Source: an optimization exercise on an open RTL-to-GDS flow (aim: small area, a short achievable clock period and few clock cycles per item). Production flows keep margins and buffers that such runs may drop.
In this exercise RTL edits were held to simulation tests only and were not proved equivalent to the original.
Power figures rest on the tool's default switching activity, not on a simulated workload.

## onyx
// MD5_custom_SIMD_instruction
module MD5_custom_SIMD_instruction (clk, reset,
	in_v, rd, vrd1, vrd2,
		in_data, in_vdata1, in_vdata2,
	out_v, out_rd, out_vrd1, out_vrd2,
		out_data, out_vdata1, out_vdata2);
==> module MD5_custom_SIMD_instruction, before the edit <==
module MD5_custom_SIMD_instruction (clk, reset,
	in_v, rd, vrd1, vrd2,
		in_data, in_vdata1, in_vdata2,
	out_v, out_rd, out_vrd1, out_vrd2,
		out_data, out_vdata1, out_vdata2);
	input clk, reset;
	input in_v;
	input [4:0] rd;
	input [2:0] vrd1, vrd2;
	input [32-1:0] in_data;
	input [256-1:0] in_vdata1, in_vdata2;
	output out_v;
	output [4:0] out_rd;
	output [2:0] out_vrd1, out_vrd2;
	output [32-1:0] out_data;
	output [256-1:0] out_vdata1, out_vdata2;
	wire [511:0] min = {in_vdata2, in_vdata1};
	reg        busy, fin, outv, first;
	reg [5:0]  cnt;
	reg [4:0]  t_rd;
	reg [2:0]  t_vrd1, t_vrd2;
	reg [31:0] a, b, c, d, t;
	reg [31:0] ring [0:15];
	reg [7:0]  mr;
	reg [3:0]  fs;
	wire       cl = fin;
	reg [3:0]  rv;
	reg [4:0]  ru;
	always @(*) begin
		case ({cnt[5:4], cnt[1:0]})
			4'd0: begin rv = fin ? 4'd0 : 4'd8; ru = fin ? 5'd0 : 5'd1; end
			4'd1: begin rv = fin ? 4'd0 : 4'd1; ru = fin ? 5'd0 : 5'd4; end
			4'd2: begin rv = fin ? 4'd0 : 4'd2; ru = fin ? 5'd0 : 5'd8; end
			4'd3: begin rv = fin ? 4'd0 : 4'd4; ru = fin ? 5'd0 : 5'd16; end
			4'd4: begin rv = fin ? 4'd0 : 4'd2; ru = fin ? 5'd0 : 5'd1; end
			4'd5: begin rv = fin ? 4'd0 : 4'd2; ru = fin ? 5'd0 : 5'd2; end
			4'd6: begin rv = fin ? 4'd0 : 4'd4; ru = fin ? 5'd0 : 5'd4; end
			4'd7: begin rv = fin ? 4'd0 : 4'd1; ru = fin ? 5'd0 : 5'd16; end
			4'd8: begin rv = fin ? 4'd0 : 4'd1; ru = fin ? 5'd0 : 5'd1; end
			4'd9: begin rv = fin ? 4'd0 : 4'd8; ru = fin ? 5'd0 : 5'd2; end
			4'd10: begin rv = fin ? 4'd0 : 4'd1; ru = fin ? 5'd0 : 5'd8; end
			4'd11: begin rv = fin ? 4'd0 : 4'd8; ru = fin ? 5'd0 : 5'd16; end
			4'd12: begin rv = fin ? 4'd0 : 4'd4; ru = fin ? 5'd0 : 5'd1; end
			4'd13: begin rv = fin ? 4'd0 : 4'd4; ru = fin ? 5'd0 : 5'd2; end
			4'd14: begin rv = fin ? 4'd0 : 4'd8; ru = fin ? 5'd0 : 5'd4; end
			4'd15: begin rv = fin ? 4'd0 : 4'd2; ru = fin ? 5'd0 : 5'd16; end
			default: begin rv = 4'd0; ru = 5'd0; end
		endcase
	end
	wire       run = busy | fin;
	wire       last = busy & (cnt == 6'd63);
	wire [31:0] kadd;
	wire [7:0]  msel;
	wire [3:0]  fsel, rvn;
	wire [4:0]  run_;
	wire        cln;
	md5_tables tab (.step(cnt), .msel(msel), .fsel(fsel), .rv(rvn), .ru(run_), .cl(cln));
	wire        pol = ~cnt[0] & ~fin;
	wire [31:0] mword = {32{pol}} ^ (
		({32{mr[0]}} & ring[0]) |
		({32{mr[1]}} & ring[1]) |
		({32{mr[2]}} & ring[2]) |
		({32{mr[3]}} & ring[3]) |
		({32{mr[4]}} & ring[5]) |
		({32{mr[5]}} & ring[8]) |
		({32{mr[6]}} & ring[9]) |
		({32{mr[7]}} & ring[10]));
	wire [31:0] kt;
	md5_ktab ktab (.step(cnt), .k(kt));
	wire [31:0] kr = fin ? 32'h10325476 : kt;
	wire [31:0] ts = d ^ kr ^ mword;
	wire [31:0] tc = (d & kr) | (d & mword) | (kr & mword);
	wire [31:0] tsum;
	md5_addbk addt (.a(ts), .b({tc[30:0], 1'b0}), .s(tsum));
	wire [31:0] f = ({32{first}} & 32'hd76aa477) |
		({32{fs[0]}} & ((b & c) | (~b & d))) |
		({32{fs[1]}} & ((d & b) | (~d & c))) |
		({32{fs[2]}} & (b ^ c ^ d)) |
		({32{fs[3]}} & (c ^ (b | ~d)));
	wire [31:0] x;
	md5_add addx (.a(f), .b(t), .s(x));
	wire [31:0] z =
		({32{rv[0]}} & x) |
		({32{rv[1]}} & {x[30:0], x[31:31]}) |
		({32{rv[2]}} & {x[29:0], x[31:30]}) |
		({32{rv[3]}} & {x[28:0], x[31:29]});
	wire [31:0] y =
		({32{ru[0]}} & {z[27:0], z[31:28]}) |
		({32{ru[1]}} & {z[23:0], z[31:24]}) |
		({32{ru[2]}} & {z[19:0], z[31:20]}) |
		({32{ru[3]}} & {z[15:0], z[31:16]}) |
		({32{ru[4]}} & {z[11:0], z[31:12]}) |
		({32{cl}} & 32'hefcdab89);
	wire [31:0] bn;
	md5_add addb (.a(b), .b(y), .s(bn));
	wire [31:0] dn;
	md5_addbk addd (.a(c), .b({32{fin}} & 32'h98badcfe), .s(dn));
	integer j;
	always @(posedge clk) begin
		if (reset) begin
			busy <= 1'b0;
			fin <= 1'b0;
			outv <= 1'b0;
		end else begin
			busy <= busy ? ~last : in_v;
			fin <= last;
			outv <= fin;
		end
		first <= ~run;
		cnt <= busy ? cnt + 6'd1 : 6'd0;
		mr <= busy ? msel : 8'd4;
		fs <= busy ? fsel : 4'd0;
		a <= t;
		if (run) begin
			b <= bn;
			c <= b;
			d <= dn;
			t <= tsum;
			for (j = 0; j < 16; j = j + 1) ring[(j+1)%16] <= ~ring[j];
		end else begin
			b <= 32'hefcdab89; c <= 32'h98badcfe; d <= 32'h10325476;
			t <= min[31:0];
			t_rd <= rd; t_vrd1 <= vrd1; t_vrd2 <= vrd2;
			ring[1] <= ~min[31:0];
			ring[2] <= ~min[63:32];
			ring[4] <= ~min[95:64];
			ring[15] <= ~min[127:96];
			ring[13] <= ~min[159:128];
			ring[6] <= ~min[191:160];
			ring[0] <= ~min[223:192];
			ring[3] <= ~min[255:224];
			ring[9] <= ~min[287:256];
			ring[10] <= ~min[319:288];
			ring[12] <= ~min[351:320];
			ring[7] <= ~min[383:352];
			ring[5] <= ~min[415:384];
			ring[14] <= ~min[447:416];
			ring[8] <= ~min[479:448];
			ring[11] <= ~min[511:480];
		end
	end
	assign out_v = outv;
	assign out_rd = t_rd;
	assign out_vrd1 = t_vrd1;
	assign out_vrd2 = t_vrd2;
	assign out_data = 32'd0;
	assign out_vdata2 = {256{1'b0}};
	assign out_vdata1 = {128'd0, t, d, b, a};
endmodule
clock: 12.0 ns
lec_check: 0
abc_area: 1
cap_margin: 20
core_area: 5 5 375 375
die_area: 0 0 380 380
slew_margin: 20
tns_end_percent: 0
standard.sh (not shown) runs the stock make flow with config.mk's settings and CLKGATE_MAP_FILE= SYNTH_SCRIPT=/design/flow/synth_recipe.tcl, a recipe that flattens the netlist after the stock synthesis.
==> flow/flow/run.sh <==
#!/bin/bash
# ORFS layout (the standard.sh) with: the full-adder and half-adder cells kept out of
# synthesis and layout (the platform's don't-use list plus fa/ha), a tighter setup-repair
# target, free resizing, and minimum-size port buffers.
set -euo pipefail
DU="sky130_fd_sc_hd__probe_p_8 sky130_fd_sc_hd__probec_p_8 sky130_fd_sc_hd__lpflow_bleeder_1 sky130_fd_sc_hd__lpflow_clkbufkapwr_1 sky130_fd_sc_hd__lpflow_clkbufkapwr_16 sky130_fd_sc_hd__lpflow_clkbufkapwr_2 sky130_fd_sc_hd__lpflow_clkbufkapwr_4 sky130_fd_sc_hd__lpflow_clkbufkapwr_8 sky130_fd_sc_hd__lpflow_clkinvkapwr_1 sky130_fd_sc_hd__lpflow_clkinvkapwr_16 sky130_fd_sc_hd__lpflow_clkinvkapwr_2 sky130_fd_sc_hd__lpflow_clkinvkapwr_4 sky130_fd_sc_hd__lpflow_clkinvkapwr_8 sky130_fd_sc_hd__lpflow_decapkapwr_12 sky130_fd_sc_hd__lpflow_decapkapwr_3 sky130_fd_sc_hd__lpflow_decapkapwr_4 sky130_fd_sc_hd__lpflow_decapkapwr_6 sky130_fd_sc_hd__lpflow_decapkapwr_8 sky130_fd_sc_hd__lpflow_inputiso0n_1 sky130_fd_sc_hd__lpflow_inputiso0p_1 sky130_fd_sc_hd__lpflow_inputiso1n_1 sky130_fd_sc_hd__lpflow_inputiso1p_1 sky130_fd_sc_hd__lpflow_inputisolatch_1 sky130_fd_sc_hd__lpflow_isobufsrc_1 sky130_fd_sc_hd__lpflow_isobufsrc_16 sky130_fd_sc_hd__lpflow_isobufsrc_2 sky130_fd_sc_hd__lpflow_isobufsrc_4 sky130_fd_sc_hd__lpflow_isobufsrc_8 sky130_fd_sc_hd__lpflow_isobufsrckapwr_16 sky130_fd_sc_hd__lpflow_lsbuf_lh_hl_isowell_tap_1 sky130_fd_sc_hd__lpflow_lsbuf_lh_hl_isowell_tap_2 sky130_fd_sc_hd__lpflow_lsbuf_lh_hl_isowell_tap_4 sky130_fd_sc_hd__lpflow_lsbuf_lh_isowell_4 sky130_fd_sc_hd__lpflow_lsbuf_lh_isowell_tap_1 sky130_fd_sc_hd__lpflow_lsbuf_lh_isowell_tap_2 sky130_fd_sc_hd__lpflow_lsbuf_lh_isowell_tap_4 sky130_fd_sc_hd__fa_1 sky130_fd_sc_hd__fa_2 sky130_fd_sc_hd__fa_4 sky130_fd_sc_hd__ha_1 sky130_fd_sc_hd__ha_2 sky130_fd_sc_hd__ha_4"
bash standard.sh "DONT_USE_CELLS=$DU" SETUP_SLACK_MARGIN=9 MATCH_CELL_FOOTPRINT=0 SKIP_REPAIR_TIE_FANOUT=1 "BUFFER_PORTS_ARGS=-buffer_cell sky130_fd_sc_hd__buf_1" finish > standard.log 2>&1
Testbench counts of onyx, summed over its fixed seeds: cycles 105,600, hashes 1,600.
Input changes introduced in delta (baseline for comparison: onyx):
--- a/flow/design.v
+++ b/flow/design.v
@@ -461,7 +461,7 @@
 			default: begin rv = 4'd0; ru = 5'd0; end
 		endcase
 	end
-	wire       run = busy | fin;
+	reg        run;    
 	wire       last = busy & (cnt == 6'd63);
 	wire [31:0] kadd;
 	wire [7:0]  msel;
@@ -512,10 +512,12 @@
 	integer j;
 	always @(posedge clk) begin
 		if (reset) begin
+			run <= 1'b0;
 			busy <= 1'b0;
 			fin <= 1'b0;
 			outv <= 1'b0;
 		end else begin
+			run <= busy | in_v;
 			busy <= busy ? ~last : in_v;
 			fin <= last;
 			outv <= fin;
Findings:
There was hardly any difference in effective utilization at floorplan between delta and onyx.
Number of non-clock buffers, onyx and delta: larger value in onyx
onyx leaves more setup margin than delta.
Compared with onyx, delta shows global-route wire length before repair that has gone up by a few percent.
Comparing onyx and delta, the higher total number of nets in the final design is on delta.
The multi-input logic portion of the cell area reported for delta is smaller than that of onyx by 1.0 points.
Compared with onyx, in delta initial antenna violation count now sits higher; hold slack decreased by 0.014 ns relative to the old numbers; routed wire length now larger; fraction of power consumed by combinational cells dropped 1.5 points; clock group power now larger.
Measured against each other, onyx and delta differ in total power, the higher figure coming from delta.
Testbench counts of delta, summed over its fixed seeds: cycles 105,600, hashes 1,600.

==> static timing again, ports no longer ideal <==
Ports are ideal in the flow. The routed layouts listed here were re-timed in OpenROAD.
Step 1 (the two cells are an assumption about what drives the block):
set clk [get_ports {clk}]
set_driving_cell -lib_cell sky130_fd_sc_hd__clkbuf_16 $clk
set_driving_cell -lib_cell sky130_fd_sc_hd__buf_2 [delete_from_list [all_inputs] $clk]
Step 2, shift: input delay + t, output delay - t, t = (earliest + latest rising clock arrival at the registers) / 2. This alone moves slack from input paths to output paths.
a / b / c = no drivers / after step 1 / after step 2; a / b = the first two.
run	t (ns)	slack for setup (ns)	hold slack, ns	worst slew at a driven data input, ns
onyx	0.757	7.817 / 7.817 / 7.817	0.399 / 0.399 / 0.399	0.21
delta	0.766	7.811 / 7.811 / 7.811	0.385 / 0.385 / 0.385	0.25
After both steps every run listed still meets setup and hold.
